This is an optimization exercise on Yosys and OpenROAD, whose aim is small area, not a production implementation. Only simulation tests tie the RTL to the original design; equivalence was not proved. Power is estimated from default activity; no workload was simulated.

==> flow/design.v (excerpt) <==
module y_huff(clk, rst, enable, Y11, Y12, Y13, Y14, Y15, Y16, Y17, Y18, Y21, Y22, Y23, Y24, Y25, Y26, Y27, Y28, Y31, Y32
, Y33, Y34, Y35, Y36, Y37, Y38, Y41, Y42, Y43, Y44, Y45, Y46, Y47, Y48, Y51, Y52, Y53, Y54, Y55, Y56, Y57
, Y58, Y61, Y62, Y63, Y64, Y65, Y66, Y67, Y68, Y71, Y72, Y73, Y74, Y75, Y76, Y77, Y78, Y81, Y82, Y83, Y84
, Y85, Y86, Y87, Y88, JPEG_bitstream, data_ready, output_reg_count, end_of_block_output, end_of_block_empty);
Size in the first run: roughly 940 flip-flops, about 750 I/O pins, roughly 30000 sq um of cells after synthesis.
Settings: LEC_CHECK=0, ABC_AREA=1, CAP_MARGIN=20, CORE_MARGIN=2, CORE_UTILIZATION=68, SLEW_MARGIN=20; clock period 10.0 ns.
standard.sh (not shown) runs the stock make flow with config.mk's settings and CLKGATE_MAP_FILE= SYNTH_SCRIPT=/design/flow/synth_recipe.tcl, a recipe that flattens the netlist after the stock synthesis.
==> flow/flow/run.sh <==
#!/bin/bash
# Own layout flow: the standard flow (standard.sh, unchanged synthesis,
# floorplan, power grid, placement and routing) with two knobs changed:
#  - port buffers are sky130_fd_sc_hd__buf_1 instead of the default pick,
#  - the clock tree is built from clkbuf_4 cells without dummy loads, with
#    sink clusters of up to 8 flip-flops within 40 um.
# The full make output goes to standard_flow.log in this folder; ORFS's
# per-step logs stay under orfs/logs/.
set -euo pipefail
bash standard.sh \
  "BUFFER_PORTS_ARGS=-buffer_cell sky130_fd_sc_hd__buf_1" \
  "CTS_ARGS=-sink_clustering_enable -repair_clock_nets -dont_use_dummy_load -buf_list sky130_fd_sc_hd__clkbuf_4 -sink_clustering_size 8 -sink_clustering_max_diameter 40 -sink_buffer_max_cap_derate 1.0" \
  finish > standard_flow.log 2>&1
Edit:
CORE_UTILIZATION = 78   (was 68)
With this change the flow aborted during 3_2_place_iop.
Synthesized area stays the same.
Synthesized cell count is unchanged.
Edit:
--- a/flow/flow/run.sh
+++ b/flow/flow/run.sh
@@ -5,2 +5 @@
-#  - the clock tree is built from clkbuf_4 cells without dummy loads, with
-#    sink clusters of up to 8 flip-flops within 40 um.
+#  - the clock tree is built from clkbuf_4 cells without dummy loads.
@@ -12 +11 @@
-  "CTS_ARGS=-sink_clustering_enable -repair_clock_nets -dont_use_dummy_load -buf_list sky130_fd_sc_hd__clkbuf_4 -sink_clustering_size 8 -sink_clustering_max_diameter 40 -sink_buffer_max_cap_derate 1.0" \
+  "CTS_ARGS=-sink_clustering_enable -repair_clock_nets -dont_use_dummy_load -buf_list sky130_fd_sc_hd__clkbuf_4" \
CORE_UTILIZATION = 55   (was 78)
Effect: With this change the flow produced a clean layout; area after synthesis does not change; synthesized cell count stays the same.
Edit:
--- a/flow/flow/run.sh
+++ b/flow/flow/run.sh
@@ -5 +5,2 @@
-#  - the clock tree is built from clkbuf_4 cells without dummy loads.
+#  - the clock tree is built from clkbuf_4 cells without dummy loads, with
+#    sink clusters of up to 8 flip-flops within 40 um.
@@ -11 +12 @@
-  "CTS_ARGS=-sink_clustering_enable -repair_clock_nets -dont_use_dummy_load -buf_list sky130_fd_sc_hd__clkbuf_4" \
+  "CTS_ARGS=-sink_clustering_enable -repair_clock_nets -dont_use_dummy_load -buf_list sky130_fd_sc_hd__clkbuf_4 -sink_clustering_size 8 -sink_clustering_max_diameter 40 -sink_buffer_max_cap_derate 1.0" \
Result: First-iteration DRC count is higher slightly. Die area does not change. Utilization is lower by 1.0 points. Hold slack gets better by 0.014 ns. Routed wire length is lower slightly. Clock skew is lower by 0.015 ns. Via count is lower slightly. Synthesized cell count does not change. Setup slack barely changes. Total power is lower by a few percent.

== build 54 ==
y_huff, a different RTL version from the one above (not shown whole).
For scale: ~750 I/O pins, about 36000 um^2 of cells after synthesis.
==> flow/design.v (excerpt) <==
module y_huff(clk, rst, enable,
Y11, Y12, Y13, Y14, Y15, Y16, Y17, Y18, Y21, Y22, Y23, Y24, Y25, Y26, Y27, Y28,
Y31, Y32, Y33, Y34, Y35, Y36, Y37, Y38, Y41, Y42, Y43, Y44, Y45, Y46, Y47, Y48,
Y51, Y52, Y53, Y54, Y55, Y56, Y57, Y58, Y61, Y62, Y63, Y64, Y65, Y66, Y67, Y68,
Y71, Y72, Y73, Y74, Y75, Y76, Y77, Y78, Y81, Y82, Y83, Y84, Y85, Y86, Y87, Y88,
JPEG_bitstream, data_ready, output_reg_count, end_of_block_output,
 end_of_block_empty);
Settings: LEC_CHECK=0, CAP_MARGIN=20, CORE_MARGIN=2, CORE_UTILIZATION=40, SLEW_MARGIN=20; clock period 10.0 ns.
==> flow/flow/run.sh <==
#!/bin/bash
# Own layout flow: the standard flow (standard.sh, unchanged synthesis,
# floorplan, power grid, placement and routing) with two knobs changed:
#  - port buffers are sky130_fd_sc_hd__buf_1 instead of the default pick,
#  - the clock tree is built from clkbuf_4 cells without dummy loads.
# The full make output goes to standard_flow.log in this folder; ORFS's
# per-step logs stay under orfs/logs/.
set -euo pipefail
bash standard.sh \
  "BUFFER_PORTS_ARGS=-buffer_cell sky130_fd_sc_hd__buf_1" \
  "CTS_ARGS=-sink_clustering_enable -repair_clock_nets -dont_use_dummy_load -buf_list sky130_fd_sc_hd__clkbuf_4" \
  finish > standard_flow.log 2>&1
--- input diff build 54..trial 53 ---
==> flow/run.sh (new file) <==
#!/bin/bash
# synth_recipe.tcl (not shown) runs the flow's synth.tcl, then flattens the netlist and writes it again
# the make line also repeats each setting of config.mk as NAME=value (left out here)
make -C /OpenROAD-flow-scripts/flow DESIGN_CONFIG=/design/flow/config.mk WORK_HOME=/design/flow/orfs CLKGATE_MAP_FILE= SYNTH_SCRIPT=/design/flow/synth_recipe.tcl finish
removed: flow/flow/run.sh
removed: flow/standard.sh
==> run summary <==
- Of build 54 and trial 53, the run reporting the lower data arrival at the endpoint of the critical path was trial 53.
- Wire length of the first global-routing pass was lower in build 54 than in trial 53.
- Non-clock buffer count: trial 53 vs build 54 identical

## re-timing with driven ports
In the flow no input, the clock included, has a driving cell. The finished layouts below were timed again as built, in two steps.
Step 1 (the two cells are an assumption about what drives the block):
set clk [get_ports {clk}]
set_driving_cell -lib_cell sky130_fd_sc_hd__clkbuf_16 $clk
set_driving_cell -lib_cell sky130_fd_sc_hd__buf_2 [delete_from_list [all_inputs] $clk]
Step 2, shift: input delay + t, output delay - t, t = (earliest + latest rising clock arrival at the registers) / 2. This alone moves slack from input paths to output paths.
a / b / c = no drivers / after step 1 / after step 2; a / b = the first two.
run | t, ns | slack for setup (ns) | worst slew at a driven data input, ns
the first run of note 1 | 1.046 | 0.939 / 0.939 / 0.939 | 0.22
the third run of note 1 | 1.096 | 1.482 / 1.482 / 1.482 | 0.22
the fourth run of note 1 | 1.039 | 1.484 / 1.484 / 1.484 | 0.21
build 54 | 1.117 | 0.682 / 0.682 / 0.682 | 0.16
trial 53 | 0.732 | 0.593 / 0.593 / 0.593 | 0.17
After both steps every run listed still meets setup and hold.
